This design comes from an exercise in tuning for small area on the open sky130 flow, not from production work.
The RTL was checked by simulation tests, not by an equivalence proof against the original design.
Power figures rest on the tool's default switching activity, not on a simulated workload.

==> flow/design.v (outline; a module is shown in full before it is edited, if it fits) <==
// module transposed_filter: 1587 lines
// module fa: 4 lines
// module ha: 4 lines
// module hn: 4 lines
// module fa1: 4 lines
// module fa1n: 4 lines
// module mxi: 3 lines
// module gxor: 3 lines
// module gxnor: 3 lines
// module gnor: 3 lines
// module gorb: 3 lines
// module gnand: 3 lines
// module gor: 3 lines
module transposed_filter(
  input signed [15:0] noisy_signal,
  input clk, rst,
  output signed [31:0] filtered_signal
  );
  // ...
==> flow/flow/run.sh <==
#!/bin/bash
# Own flow: the standard layout (standard.sh, unchanged synthesis, floorplan,
# power grid, placement and routing), with two settings passed to ORFS:
#  - port buffers use the smallest buffer cell instead of the one buffer_ports picks;
#  - clock tree synthesis without dummy loads, clkbuf_4 buffers and clusters of up to 10 sinks.
set -euo pipefail
export BUFFER_PORTS_ARGS="-buffer_cell sky130_fd_sc_hd__buf_1"
export CTS_ARGS="-sink_clustering_enable -repair_clock_nets -dont_use_dummy_load -buf_list sky130_fd_sc_hd__clkbuf_4 -sink_clustering_size 10 -sink_clustering_max_diameter 40"
bash standard.sh > standard.log 2>&1
==> flow/standard.sh <==
#!/bin/bash
# synth_recipe.tcl (not shown) runs the flow's synth.tcl, then flattens the netlist and writes it again
# the make line also repeats each setting of config.mk as NAME=value (left out here)
make -C /OpenROAD-flow-scripts/flow DESIGN_CONFIG=/design/flow/config.mk WORK_HOME=/design/flow/orfs CLKGATE_MAP_FILE= SYNTH_SCRIPT=/design/flow/synth_recipe.tcl "${@:-finish}"
==> flow/config.mk <==
export PLATFORM = sky130hd
export DESIGN_NAME = transposed_filter
export DESIGN_NICKNAME = transposed_filter
export VERILOG_FILES = /design/flow/design.v
export SDC_FILE = /design/flow/constraint.sdc
export NUM_CORES = 4
export LEC_CHECK = 0
export CAP_MARGIN = 20
export CORE_MARGIN = 2
export CORE_UTILIZATION = 40
export SLEW_MARGIN = 20
export SYNTH_HIERARCHICAL = 1
==> flow/constraint.sdc <==
create_clock -name core_clock -period 10.0 [get_ports {clk}]
set_input_delay 2.0000 -clock core_clock [delete_from_list [all_inputs] [get_ports {clk}]]
set_output_delay 2.0000 -clock core_clock [all_outputs]
set_load 0.01 [all_outputs]
==> flow_summary.json, run 1 <==
{
  "clk_pin_slew_worst_paths_ns": 0.10,
  "yosysMostFrequentCell": "fa_1",
  "drive_gt1_share_pct": 3.79,
  "p_total_w": 0.00708,
  "layout_commonest_cell": "fa_1",
  "routed_via_density": 4.67,
  "setup_tns_ns": 0,
  "grt.met2_usage_pct": 31.8,
  "grt_use_met3_pct": 3.39,
  "stdcell_count": 2387,
  "rsz0062_at_grt": "no",
  "buffer_area_share_pct": 1.01,
  "final_area_mm2": 0.0239,
  "drc_errors": 0,
  "highest_layer": "met4",
  "wl_met1_mm": 22.0,
  "hpwl_mm": 44.8,
  "grt_max_degree": 82,
  "max_freq_mhz": 107,
  "path_depth": 23,
  "crit_path_end": "ya[6]",
  "seq_share_pct": 28.5,
  "ir_worst_vdd_v": 0.000539,
  "gp_congestion": 0.909,
  "syn_nets": 2248,
  "portBuffers": 49,
  "synthFlopType": "dfxtp_1",
  "synth-compound-area-share_pct": 0,
  "nets": 2339,
  "crit_chain": "ha_1 -> fa_1 -> fa_1 -> fa_1 -> fa_1 -> fa_1 -> fa_1 -> fa_1 -> fa_1 -> inv_1 -> fa_1 -> fa_1 -> fa_1 -> inv_1 -> fa_1 -> fa_1 -> fa_1 -> ha_1 -> fa_1 -> ha_1 -> fa_1 -> fa_1 -> fa_1",
  "status": "finished clean",
  "multi_input_area_share_pct": 62.4,
  "pre_cts_slack_ns": 0.658,
  "cts_tree": "done",
  "worstReg2RegEnd": "ya[6]",
  "nFlopsAndLatches": 340,
  "worstHoldPathCells": 1,
  "synth_xor_area_share_pct": 1.05,
  "start_util_pct": 40.6,
  "buffers": 56
}
==> inputs of run 2 (changes only) <==
--- a/flow/design.v
+++ b/flow/design.v
@@ -1535,60 +1535,52 @@
   fa us1387 (.a(ya[22]), .b(yb[22]), .c(c1386), .s(s1387), .co(c1388));
   wire s1389, c1390;
   fa us1389 (.a(~ya[23]), .b(yb[23]), .c(c1388), .s(s1389), .co(c1390));
   wire s1391, c1392;
   fa us1391 (.a(ya[24]), .b(~yb[24]), .c(c1390), .s(s1391), .co(c1392));
   wire s1393, c1394;
   fa us1393 (.a(~ya[25]), .b(yb[25]), .c(c1392), .s(s1393), .co(c1394));
   wire s1395, c1396;
-  ha us1395 (.a(~ya[26]), .b(yb[26]), .s(s1395), .co(c1396));
+  fa us1395 (.a(~ya[26]), .b(yb[26]), .c(c1394), .s(s1395), .co(c1396));
   wire s1397, c1398;
   fa us1397 (.a(ya[27]), .b(yb[27]), .c(c1396), .s(s1397), .co(c1398));
   wire s1399, c1400;
-  fa us1399 (.a(ya[28]), .b(yb[28]), .c(c1398), .s(s1399), .co(c1400));
+  ha us1399 (.a(ya[28]), .b(yb[28]), .s(s1399), .co(c1400));
   wire s1401, c1402;
   fa us1401 (.a(ya[29]), .b(yb[29]), .c(c1400), .s(s1401), .co(c1402));
   wire s1403, c1404;
   fa us1403 (.a(ya[30]), .b(yb[30]), .c(c1402), .s(s1403), .co(c1404));
   wire s1405, c1406;
   gxnor uxs1405 (.a(yb[31]), .b(c1404), .y(s1405));
   gor uns1405 (.a(yb[31]), .b(c1404), .y(c1406));
   wire s1407, c1408;
-  gxor uxs1407 (.a(ya[26]), .b(yb[26]), .y(s1407));
-  gorb uns1407 (.an(ya[26]), .b(yb[26]), .y(c1408));
+  gxnor uxs1407 (.a(ya[28]), .b(yb[28]), .y(s1407));
+  gor uns1407 (.a(ya[28]), .b(yb[28]), .y(c1408));
   wire s1409, c1410;
-  fa us1409 (.a(ya[27]), .b(yb[27]), .c(c1408), .s(s1409), .co(c1410));
+  fa us1409 (.a(ya[29]), .b(yb[29]), .c(c1408), .s(s1409), .co(c1410));
   wire s1411, c1412;
-  fa us1411 (.a(ya[28]), .b(yb[28]), .c(c1410), .s(s1411), .co(c1412));
+  fa us1411 (.a(ya[30]), .b(yb[30]), .c(c1410), .s(s1411), .co(c1412));
   wire s1413, c1414;
-  fa us1413 (.a(ya[29]), .b(yb[29]), .c(c1412), .s(s1413), .co(c1414));
-  wire s1415, c1416;
-  fa us1415 (.a(ya[30]), .b(yb[30]), .c(c1414), .s(s1415), .co(c1416));
-  wire s1417, c1418;
-  gxnor uxs1417 (.a(yb[31]), .b(c1416), .y(s1417));
-  gor uns1417 (.a(yb[31]), .b(c1416), .y(c1418));
-  wire m1419;
-  mxi um1419 (.a(s1395), .b(s1407), .s(c1394), .y(m1419));
-  wire m1420;
-  mxi um1420 (.a(s1397), .b(s1409), .s(c1394), .y(m1420));
-  wire m1421;
-  mxi um1421 (.a(s1399), .b(s1411), .s(c1394), .y(m1421));
-  wire m1422;
-  mxi um1422 (.a(s1401), .b(s1413), .s(c1394), .y(m1422));
-  wire m1423;
-  mxi um1423 (.a(s1403), .b(s1415), .s(c1394), .y(m1423));
-  wire m1424;
-  mxi um1424 (.a(s1405), .b(s1417), .s(c1394), .y(m1424));
+  gxnor uxs1413 (.a(yb[31]), .b(c1412), .y(s1413));
+  gor uns1413 (.a(yb[31]), .b(c1412), .y(c1414));
+  wire m1415;
+  mxi um1415 (.a(s1399), .b(s1407), .s(c1398), .y(m1415));
+  wire m1416;
+  mxi um1416 (.a(s1401), .b(s1409), .s(c1398), .y(m1416));
+  wire m1417;
+  mxi um1417 (.a(s1403), .b(s1411), .s(c1398), .y(m1417));
+  wire m1418;
+  mxi um1418 (.a(s1405), .b(s1413), .s(c1398), .y(m1418));
   assign sum = {s979, s945, s913, s885, s857, s833, s809, s789, s773, s761, s751, s743};
   assign suma = {1'b1, c1364, c1360, c1354, c1346, s661, c1324, c1312, s1309, c1278, c1258, c1234, c1206, s1205, c1150, s1145, c1082, c1048, c1014, c980};
   assign sumb = {c1366, s1365, s1363, s1359, s1353, s1345, s1335, s1323, s1311, s1295, s1277, s1257, s1233, s1207, s1179, s1149, s1115, s1081, s1047, s1013};
   gor ucl (.a(rst), .b(r1), .y(clr));
   gnor ucln (.a(rst), .b(r1), .y(clrn));
-  assign filtered_signal = {~clr & ~m1424, ~clr & ~m1423, ~clr & ~m1422, ~clr & ~m1421, ~clr & ~m1420, ~clr & ~m1419, ~clr & s1393, ~clr & s1391, ~clr & s1389, ~clr & s1387, ~clr & s1385, ~clr & s1383, ~clr & s1381, ~clr & s1379, ~clr & s1377, ~clr & s1375, ~clr & s1373, ~clr & ~s1371, ~clr & ~s1369, ~clr & s1367, ~clr & y[11], ~clr & y[10], ~clr & y[9], ~clr & y[8], ~clr & y[7], ~clr & y[6], ~clr & y[5], ~clr & y[4], ~clr & y[3], ~clr & y[2], ~clr & y[1], ~clr & y[0]};
+  assign filtered_signal = {~clr & ~m1418, ~clr & ~m1417, ~clr & ~m1416, ~clr & ~m1415, ~clr & s1397, ~clr & s1395, ~clr & s1393, ~clr & s1391, ~clr & s1389, ~clr & s1387, ~clr & s1385, ~clr & s1383, ~clr & s1381, ~clr & s1379, ~clr & s1377, ~clr & s1375, ~clr & s1373, ~clr & ~s1371, ~clr & ~s1369, ~clr & s1367, ~clr & y[11], ~clr & y[10], ~clr & y[9], ~clr & y[8], ~clr & y[7], ~clr & y[6], ~clr & y[5], ~clr & y[4], ~clr & y[3], ~clr & y[2], ~clr & y[1], ~clr & y[0]};
 endmodule
 module fa(input a, b, c, output s, co);
   assign s = a ^ b ^ c;
   assign co = (a & b) | (a & c) | (b & c);
 endmodule
 module ha(input a, b, output s, co);
   assign s = a ^ b;
   assign co = a & b;
==> flow_summary.json, run 2 <==
{
  "status": "finished clean",
  "overflow": 0,
  "synth-seq-area-share_pct": 30.4,
  "grt_max_degree": 73,
  "clk_pin_slew_worst_paths_ns": 0.10,
  "max_stage_delay_ns": 0.65,
  "portBuffers": 49,
  "path_depth": 21,
  "cp.arrival_ns": 10.01,
  "grt.met2_usage_pct": 31.2,
  "routed_via_density": 4.60,
  "cp_top_family": "adder cells",
  "worst_slew_pin_slew_ns": 1.09,
  "reg_top3": "yb: 20 flops, ya: 19 flops",
  "hpwl_mm": 43.9,
  "firstDrtPassIters": 4,
  "worstHoldPathCells": 0,
  "vias": 11000,
  "cp_data_required_time_ns": 10.65,
  "synth_largest_area_cell": "fa_1",
  "maxSlewViolCount": 0,
  "syn_area_per_cell_um2": 14.5,
  "synth_top_area_share_pct": 57.1,
  "antenna_found_initial": 1,
  "fin_crit_ns": 9.36,
  "cts_hold_buf": 0,
  "leakage_nw": 9.75,
  "ys_types": 16,
  "p_clk_share_pct": 9.8,
  "ir_worst_vdd_v": 0.000525,
  "cts.htree.levels": 2,
  "crit_fanout": 3,
  "p_switching_w": 0.00304,
  "cp-start-kind": "register",
  "multiInputGateArea_mm2": 0.0149,
  "post-cts-setup-buffers": 0,
  "hold_start": "d13[11]",
  "fillers": 5101,
  "period_share_pct": 93.6,
  "drive_gt1_share_pct": 3.97,
  "crit_path_frequent_cell": "fa_1",
  "hold_slack_ns": 0.329,
  "max-slew-margin-rel_pct": 27.3,
  "die_w_um": 241,
  "worstSetupPathType": "register to register",
  "hold_path.class": "register to register",
  "worstSkewPairLatency_ns": 0.82,
  "pre_cts_slack_ns": 0.562,
  "ctsLongestPathBuffers": 3,
  "p_int_w": 0.00399,
  "fin_ws_ns": 0.639,
  "numCtsBuffers": 52,
  "crit_chain": "ha_1 -> fa_1 -> fa_1 -> fa_1 -> fa_1 -> fa_1 -> fa_1 -> fa_1 -> fa_1 -> fa_1 -> fa_1 -> fa_1 -> fa_1 -> fa_1 -> fa_1 -> fa_1 -> fa_1 -> fa_1 -> fa_1 -> ha_1 -> fa_1",
  "die_area_mm2": 0.0580,
  "ys_seq_elements": 340,
  "cts_resized": 0,
  "rows": 86,
  "drc_errors": 0,
  "yosysMostFrequentCell": "fa_1",
  "crit_start": "d5[0]",
  "grt_pass1_vias": 13200,
  "seqCellArea_mm2": 0.00681,
  "cts.sinks": 340,
  "io_pins": 50,
  "cts_tree": "done",
  "maxCapViolations": 0,
  "area_growth_pct": 6.45,
  "routedWlPerCell_um": 21.1,
  "finalWirelength_mm": 50.2,
  "p_total_w": 0.00703,
  "power.density_mw_per_mm2": 295,
  "track_usage_pct": 18.9,
  "rsz0062_at_grt": "no",
  "ys_warn_count": 7,
  "gp_congestion": 0.893,
  "path_buf_inv": 0,
  "postRouteAntennaNets": 0,
  "layout_common_cells": "fa_1, dfxtp_1, inv_1",
  "syn_area_mm2": 0.0224,
  "power_switching_share_pct": 43.2,
  "synthArstFlopShare_pct": 0,
  "grt_pass1_wl_mm": 78.5,
  "drt_iter0_markers": 519,
  "dpl-instance-area_mm2": 0.0235,
  "final_area_mm2": 0.0239,
  "synthFlopType": "dfxtp_1",
  "setup_tns_ns": 0,
  "root_buffer": "clkbuf_4",
  "hold_viol": 0,
  "layout_commonest_cell": "fa_1",
  "pwr-share-seq_pct": 24.2,
  "crit_slowest_cell": "fa_1",
  "synthCells": 1544,
  "met1_usage_pct": 25.0,
  "start_util_pct": 40.6,
  "pwr-share-comb_pct": 66.0,
  "synth-edff-count": 0,
  "finalSetupViolCount": 0,
  "endpoint_kind": "register",
  "max_freq_mhz": 107,
  "synth_area_leaders": "fa_1, dfxtp_1, inv_1",
  "die_y_um": 241,
  "nets": 2336,
  "worstReg2RegStart": "d5[0]",
  "grt_use_met3_pct": 4.36,
  "busiest_layer": "met2",
  "synth_common_cells": "fa_1, dfxtp_1, inv_1, nor2_1, nand2_1",
  "rr_worst_depth": 21,
  "fin_skew_ns": 0.104,
  "syn_nets": 2242,
  "largest_register": "yb",
  "core_area_mm2": 0.0552,
  "largest_reg_flops": 20
}
[run 2: kinds of logic (layout without fill, tap and decap cells)]
logic type,count (synthesis),in the layout,share of synthesized area [%]
xor gates and xnor gates,27,27,1.05
and+or+nand+nor,315,315,5.73
adders and majority gates,680,680,59.4
buffers and inverters,178,270,3.32
muxes,4,4,0.179
other,0,1,0
DFF,340,340,30.4
[run 2: worst register-to-register path: cells and delay by family (launching register included)]
kind,cells,cell delay [ns]
fa+ha+maj,21,8.86
flops,1,0.33
[run 2: per-stage QoR]
step / instances / utilization (%)
after floorplan: 1544 / -
final: 2385 / 43.2
after global placement: 2332 / 42.5
after detailed placement: 2332 / 42.5
after CTS: 2384 / 43.2
after global routing: 2385 / 43.2
[run 2: power by group through the flow]
stage	logic, W	clock network (W)	registers, W
2_1_floorplan	0.00354	0	0.00172
3_3_place_gp	0.00471	0	0.00173
3_5_place_dp	0.00489	0	0.00174
4_1_cts	0.00490	0.000724	0.00171
5_1_grt	0.00565	0.000782	0.00172
6_report	0.00464	0.000688	0.00170
[run 2: layout make-up]
| type | instances | area share (%) |
|---|---|---|
| Antenna cell | 1 | 0.0105 |
| Clock buffer | 52 | 1.64 |
| Inverter | 160 | 2.52 |
| Multi-Input combinational cell | 1026 | 62.3 |
| Sequential cell | 340 | 28.5 |
| Tap cell | 748 | 3.92 |
| Timing Repair Buffer | 58 | 1.07 |
[run 2: per-layer routing]
| layer | wire (um) | vias up | share of wire (%) |
|---|---|---|---|
| li1 | - | 4727 | - |
| met1 | 21100 | 5963 | 42 |
| met2 | 25100 | 224 | 50 |
| met3 | 2750 | 63 | 5.5 |
| met4 | 1260 | 0 | 2.5 |
| met5 | 0 | - | 0 |
[run 2: modules after synthesis, one instance, submodules excluded]
| module | times used | cells |
|---|---|---|
| fa | 639 | 1 |
| gnand | 134 | 1 |
| gnor | 11 | 1 |
| gor | 10 | 1 |
| gxnor | 17 | 1 |
| gxor | 10 | 1 |
| ha | 41 | 1 |
| mxi | 4 | 1 |
| transposed_filter | 1 | 678 |
[run 2: final timing paths]
kind         endpoint  slack [ns]
max            yb[23]        0.64
min           d14[11]        0.33
max reg2reg    yb[23]        0.64
min reg2reg   d14[11]        0.33
==> inputs of run 3 (changes only) <==
--- a/flow/config.mk
+++ b/flow/config.mk
@@ -7,6 +7,6 @@
 export LEC_CHECK = 0
 export CAP_MARGIN = 20
 export CORE_MARGIN = 2
-export CORE_UTILIZATION = 40
+export CORE_UTILIZATION = 65
 export SLEW_MARGIN = 20
 export SYNTH_HIERARCHICAL = 1
==> flow_summary.json, run 3 <==
{
  "nets": 2333,
  "cts_tree": "done",
  "finalWirelength_mm": 49.6,
  "drt_iter0_markers": 525,
  "antenna_found_initial": 1,
  "die_y_um": 190,
  "synth_common_cells": "fa_1, dfxtp_1, inv_1, nor2_1, nand2_1",
  "worstReg2RegStart": "d10[10]",
  "rr_worst_depth": 25,
  "clk_pin_slew_worst_paths_ns": 0.11,
  "synthFlopType": "dfxtp_1",
  "cp.arrival_ns": 7.35,
  "period_share_pct": 93.5,
  "synthArstFlopShare_pct": 0,
  "finalSetupViolCount": 0,
  "routed_via_density": 5.33,
  "layout_common_cells": "fa_1, dfxtp_1, inv_1",
  "grt_max_degree": 87,
  "cp-start-kind": "register",
  "crit_slowest_cell": "fa_1",
  "hold_start": "d14[9]",
  "hold_path.class": "register to register",
  "synth_top_area_share_pct": 57.1,
  "hpwl_mm": 43.4,
  "die_area_mm2": 0.0360,
  "maxSlewViolCount": 0,
  "worst_slew_pin_slew_ns": 1.10,
  "ys_warn_count": 7,
  "ctsLongestPathBuffers": 3,
  "status": "finished clean",
  "cts_hold_buf": 0,
  "portBuffers": 49,
  "synthCells": 1544,
  "rows": 68,
  "numCtsBuffers": 49,
  "reg_top3": "yb: 20 flops, ya: 19 flops",
  "layout_commonest_cell": "fa_1",
  "io_pins": 50,
  "synth-seq-area-share_pct": 30.4,
  "max-slew-margin-rel_pct": 26.5,
  "grt_pass1_vias": 13100,
  "post-cts-setup-buffers": 0,
  "rrSetupSlack_ns": 0.66,
  "postRouteAntennaNets": 0,
  "holdPathEnd": "d15[9]",
  "path_buf_inv": 4,
  "power.density_mw_per_mm2": 305,
  "largest_reg_flops": 20,
  "core_area_mm2": 0.0343,
  "drive_gt1_share_pct": 3.80,
  "final_core_util_pct": 68.5,
  "worstHoldPathCells": 1,
  "placed_cells": 2039,
  "track_usage_pct": 30.5,
  "crit_fanout": 4,
  "worstReg2RegEnd": "yb[23]",
  "area_growth_pct": 4.71,
  "max_stage_delay_ns": 0.49,
  "hold_viol": 0,
  "gp_congestion": 0.944,
  "firstDrtPassIters": 4,
  "hold_slack_ns": 0.294,
  "crit_path_frequent_cell": "fa_1",
  "ir_worst_vdd_v": 0.000573,
  "maxCapViolations": 0,
  "leakage_nw": 9.73,
  "syn_area_per_cell_um2": 14.5,
  "cp_data_required_time_ns": 8.00,
  "cts_resized": 0,
  "grt_pass1_wl_mm": 76.9,
  "overflow": 0,
  "syn_area_mm2": 0.0224,
  "cts.sinks": 340,
  "worstSkewPairLatency_ns": 0.79,
  "fin_skew_ns": 0.0826,
  "cts.htree.levels": 2,
  "ys_seq_elements": 340,
  "worstSetupPathType": "register to output port",
  "vias": 11100,
  "synth-edff-count": 0,
  "die_w_um": 190,
  "root_buffer": "clkbuf_4",
  "stdcell_count": 2089,
  "rsz0062_at_grt": "no",
  "max_freq_mhz": 107,
  "synth_area_leaders": "fa_1, dfxtp_1, inv_1",
  "synth_largest_area_cell": "fa_1",
  "setup_tns_ns": 0,
  "routedWlPerCell_um": 23.7,
  "fin_crit_ns": 9.35,
  "syn_nets": 2242,
  "start_util_pct": 65.4,
  "yosysMostFrequentCell": "fa_1",
  "endpoint_kind": "output port",
  "crit_chain": "inv_1 -> ha_1 -> inv_1 -> fa_1 -> fa_1 -> inv_1 -> fa_1 -> fa_1 -> fa_1 -> fa_1 -> fa_1 -> fa_1 -> fa_1 -> fa_1 -> fa_1 -> fa_1 -> fa_1 -> fa_1 -> fa_1 -> mux2i_1 -> nor2_1 -> buf_1",
  "ys_types": 16,
  "drc_errors": 0,
  "largest_register": "yb",
  "cp_top_family": "adder cells"
}
-- run 3: cell types whose count changed in the layout (fill, tap and decap cells not counted) --
cell	previous run	this run
clkbuf_4	53	50
-- run 3: area by class of cell --
class	instances	area, um^2
fillers	2536	10800
repair buffers	58	255
multi-input cells	1026	14900
well taps	455	569
clock buffers	49	368
flip-flops and latches	340	6810
diodes	1	2.50
inverters	160	602
-- run 3: cell families after synthesis --
group,Yosys count,share of synthesized area (%)
flip-flops,340,30.4
XOR/XNOR,27,1.05
buffers and inverters,178,3.32
AND/OR/NAND/NOR,315,5.73
multiplexers,4,0.179
adder cells (fa/ha/maj),680,59.4
-- run 3: power by group --
| part | total (W) | leakage [nW] | switching [W] | internal [W] |
|---|---|---|---|---|
| registers | 0.00170 | 2.77 | 0.0000517 | 0.00165 |
| logic | 0.00478 | 6.74 | 0.00262 | 0.00216 |
| clock network | 0.000672 | 0.225 | 0.000449 | 0.000223 |
-- run 3: modules after synthesis (local to each module, per instance) --
module	times used	cell area (um^2)
fa	639	20.0
gxnor	17	8.76
ha	41	12.5
gnor	11	3.75
mxi	4	10.0
gnand	134	3.75
gor	10	6.26
transposed_filter	1	8230
gxor	10	8.76
-- run 3: worst max-delay path by stage --
stage,start,to,depth (start not counted)
after floorplan,d3[0],ya[6],25
after global placement,d5[0],yb[23],21
after detailed placement,d5[0],yb[23],21
after CTS,yb[12],filtered_signal[30],22
after global routing,yb[12],filtered_signal[30],22
final,yb[12],filtered_signal[30],22
-- run 3: through the flow --
step                setup slack, ns  cell area [um^2]  power (W)
global placement              0.763             23100    0.00654
global route                  0.292             23500    0.00821
floorplan                      1.17             22400    0.00526
CTS                           0.504             23500    0.00739
detailed placement            0.633             23100    0.00670
finish                        0.651             23500    0.00715
-- run 3: layer usage --
layer  part of all wire, %  track usage (%)
met5                     0                0
met4                   6.4             16.5
met3                   4.8             5.72
met2                    52             51.0
met1                    37             38.2
-- run 3: worst reg2reg max path, cell delays in order (launching register included) --
cell	delay (ns)
dfxtp_1	0.35
nor2_1	0.12
inv_1	0.06
fa_1	0.37
fa_1	0.70
fa_1	0.50
fa_1	0.41
fa_1	0.54
inv_1	0.05
fa_1	0.47
inv_1	0.06
fa_1	0.48
fa_1	0.46
fa_1	0.40
fa_1	0.40
fa_1	0.42
fa_1	0.43
fa_1	0.42
fa_1	0.48
inv_1	0.05
fa_1	0.38
inv_1	0.07
fa_1	0.48
fa_1	0.47
ha_1	0.21
fa_1	0.43
==> inputs of run 4 (changes only) <==
==> flow/flow/run.sh (replaced) <==
#!/bin/bash
# Own flow: the standard layout (standard.sh, unchanged synthesis, floorplan,
# power grid, placement and routing), with two settings passed to ORFS:
#  - port buffers use the smallest buffer cell instead of the one buffer_ports picks;
#  - clock tree synthesis without dummy loads, clkbuf_4 buffers and clusters of up to 12 sinks.
set -euo pipefail
export BUFFER_PORTS_ARGS="-buffer_cell sky130_fd_sc_hd__buf_1"
export CTS_ARGS="-sink_clustering_enable -repair_clock_nets -dont_use_dummy_load -buf_list sky130_fd_sc_hd__clkbuf_4 -sink_clustering_size 12 -sink_clustering_max_diameter 40"
bash standard.sh > standard.log 2>&1
==> flow_summary.json, run 4 <==
{
  "status": "finished clean",
  "crit_slowest_cell": "fa_1",
  "rrSetupSlack_ns": 0.67,
  "synth_common_cells": "fa_1, dfxtp_1, inv_1, nor2_1, nand2_1",
  "cp-start-kind": "register",
  "power.density_mw_per_mm2": 304,
  "worstReg2RegStart": "d10[10]",
  "die_y_um": 190,
  "postRouteAntennaNets": 0,
  "routed_via_density": 5.32,
  "routedWlPerCell_um": 23.7,
  "hold_start": "d14[9]",
  "maxCapViolations": 0,
  "post-cts-setup-buffers": 0,
  "core_area_mm2": 0.0343,
  "synth_top_family_by_area": "adder cells",
  "fin_skew_ns": 0.0799,
  "synth-edff-count": 0,
  "period_share_pct": 93.4,
  "area_growth_pct": 4.63,
  "largest_reg_flops": 20,
  "drt_iter0_markers": 525,
  "worstSetupPathType": "register to output port",
  "endpoint_kind": "output port",
  "syn_nets": 2242,
  "finalWirelength_mm": 49.5,
  "worstSkewPairLatency_ns": 0.78,
  "pre_cts_slack_ns": 0.633,
  "fin_ws_ns": 0.662,
  "drive_gt1_share_pct": 3.62,
  "antenna_found_initial": 1,
  "fin_crit_ns": 9.34,
  "cts.htree.levels": 2,
  "synth-compound-area-share_pct": 0,
  "cts_hold_buf": 0,
  "final_core_util_pct": 68.4,
  "track_usage_pct": 30.5,
  "worst_slew_pin_slew_ns": 1.09,
  "max-slew-margin-rel_pct": 27.2,
  "root_buffer": "clkbuf_4",
  "die_area_mm2": 0.0360,
  "synth-seq-area-share_pct": 30.4,
  "die_w_um": 190,
  "fillers": 2531,
  "ctsLongestPathBuffers": 3,
  "synth_area_leaders": "fa_1, dfxtp_1, inv_1",
  "layout_common_cells": "fa_1, dfxtp_1, inv_1",
  "ys_warn_count": 7,
  "grt_pass1_wl_mm": 76.9,
  "crit_fanout": 4,
  "synthCells": 1544,
  "cts.sinks": 340,
  "io_pins": 50,
  "crit_path_frequent_cell": "fa_1",
  "yosys.area_share.simple_pct": 5.73,
  "largest_register": "yb",
  "cts_resized": 0,
  "ys_types": 16,
  "max_freq_mhz": 107,
  "hold_viol": 0,
  "portBuffers": 49,
  "hpwl_mm": 43.4,
  "vias": 11100,
  "leakage_nw": 9.72,
  "setup_tns_ns": 0,
  "synth_xor_area_share_pct": 1.05,
  "numCtsBuffers": 46,
  "grt_max_degree": 87,
  "ys_seq_elements": 340,
  "firstDrtPassIters": 4,
  "crit_start": "yb[12]",
  "max_stage_delay_ns": 0.49,
  "grt_pass1_vias": 13100,
  "start_util_pct": 65.4,
  "crit_path_end": "filtered_signal[30]",
  "crit_chain": "inv_1 -> ha_1 -> inv_1 -> fa_1 -> fa_1 -> inv_1 -> fa_1 -> fa_1 -> fa_1 -> fa_1 -> fa_1 -> fa_1 -> fa_1 -> fa_1 -> fa_1 -> fa_1 -> fa_1 -> fa_1 -> fa_1 -> mux2i_1 -> nor2_1 -> buf_1",
  "synthFlopType": "dfxtp_1",
  "finalSetupViolCount": 0,
  "synth_adder_area_share_pct": 59.4,
  "synthArstFlopShare_pct": 0,
  "clk_pin_slew_worst_paths_ns": 0.12,
  "syn_area_per_cell_um2": 14.5,
  "layout_commonest_cell": "fa_1",
  "rsz0062_at_grt": "no",
  "cp.arrival_ns": 7.34,
  "rows": 68,
  "synth_top_area_share_pct": 57.1,
  "synth_largest_area_cell": "fa_1",
  "ir_worst_vdd_v": 0.000573,
  "cts_tree": "done",
  "yosysMostFrequentCell": "fa_1",
  "hold_path.class": "register to register",
  "worstHoldPathCells": 1,
  "nets": 2330,
  "worstReg2RegEnd": "yb[23]",
  "rr_worst_depth": 25,
  "overflow": 0,
  "reg_top3": "yb: 20 flops, ya: 19 flops",
  "synth_mux_area_share_pct": 0.179,
  "syn_area_mm2": 0.0224,
  "gp_congestion": 0.944,
  "cp_data_required_time_ns": 8.00,
  "maxSlewViolCount": 0,
  "drc_errors": 0
}
-- run 4: cell count changes in the layout (fill, tap and decap cells not counted) --
cell / change
diode_2: +2
clkbuf_4: -3
-- run 4: per-stage QoR --
stage	power (W)	hold WS [ns]	instances	cell area, um^2
final	0.00713	0.282	2088	23500
after global routing	0.00820	0.295	2087	23500
after CTS	0.00738	0.281	2085	23400
after detailed placement	0.00670	0.347	2039	23100
after global placement	0.00654	0.341	2039	23100
after floorplan	0.00526	0.334	1544	22400
-- run 4: cells by family after synthesis --
| family | count (synthesis) |
|---|---|
| adders and majority gates | 680 |
| DFF | 340 |
| and+or+nand+nor | 315 |
| buffers and inverters | 178 |
| xor gates and xnor gates | 27 |
| muxes | 4 |
-- run 4: layout make-up --
type | count | area (um^2) | area share [%]
Antenna cell | 3 | 7.51 | 0.0320
Tap cell | 455 | 569 | 2.43
Timing Repair Buffer | 58 | 255 | 1.09
Multi-Input combinational cell | 1026 | 14900 | 63.4
Inverter | 160 | 602 | 2.57
Sequential cell | 340 | 6810 | 29.0
Clock buffer | 46 | 345 | 1.47
-- run 4: power by group --
| part | internal [W] | switching (W) | leakage [nW] | total (W) |
|---|---|---|---|---|
| clock | 0.000210 | 0.000437 | 0.212 | 0.000647 |
| combinational | 0.00216 | 0.00262 | 6.74 | 0.00478 |
| sequential | 0.00165 | 0.0000517 | 2.77 | 0.00170 |
| total | 0.00402 | 0.00311 | 9.72 | 0.00713 |
-- run 4: how the worst min path moves through the flow --
stage                    to  slack, ns
detailed placement  d15[14]       0.35
global placement     d14[0]       0.34
global route         d15[9]       0.29
floorplan            d14[0]       0.33
finish               d15[9]       0.28
CTS                  d15[9]       0.28
-- run 4: critical path, delay by kind of cell (launching register included) --
kind / cells / cell delay [ns]
AND/OR/NAND/NOR: 1 / 0.11
multiplexers: 1 / 0.16
buffers and inverters: 4 / 0.32
flip-flops: 1 / 0.31
adder cells (fa/ha/maj): 16 / 5.69
-- run 4: per-module statistics from Yosys (local to each module, per instance) --
module | cells | copies in the design | flip-flops and latches | cell area (um^2)
transposed_filter | 678 | 1 | 340 | 8230
gnor | 1 | 11 | 0 | 3.75
gxor | 1 | 10 | 0 | 8.76
gxnor | 1 | 17 | 0 | 8.76
mxi | 1 | 4 | 0 | 10.0
fa | 1 | 639 | 0 | 20.0
gnand | 1 | 134 | 0 | 3.75
ha | 1 | 41 | 0 | 12.5
gor | 1 | 10 | 0 | 6.26
-- run 4: metal layers --
| layer | wire length (um) | track usage (%) | share of wire (%) |
|---|---|---|---|
| met5 | 0 | 0 | 0 |
| met4 | 3390 | 17.1 | 6.9 |
| met3 | 2180 | 5.46 | 4.4 |
| met2 | 25300 | 50.8 | 51 |
| met1 | 18600 | 38.4 | 38 |

-- port drivers added, routing unchanged --
How much do the figures lean on ideal ports? The routed layouts below were timed once more, with nothing changed but the port constraints. Step 1 sets driving cells, clkbuf_16 on the clock port and buf_2 on the other inputs (assumed; they add their load-dependent delay and slew). Step 2 adds t to the input delays and takes it off the output delays; t is the mean of the earliest and latest rising clock arrival at the registers after step 1. Input paths then give back, and output paths get back, about the clock's delay inside the block. a / b / c = no drivers / after step 1 / after step 2; a / b = the first two.
| run | t (ns) | setup slack, ns | hold WS [ns] |
|---|---|---|---|
| run 1 | 0.809 | 0.671 / 0.671 / 0.671 | 0.322 / 0.322 / 0.322 |
| run 2 | 0.818 | 0.639 / 0.620 / 0.639 | 0.329 / 0.329 / 0.329 |
| run 3 | 0.803 | 0.651 / 0.600 / 0.661 | 0.294 / 0.294 / 0.294 |
| run 4 | 0.790 | 0.662 / 0.611 / 0.674 | 0.282 / 0.282 / 0.282 |
After both steps every run listed still meets setup and hold.
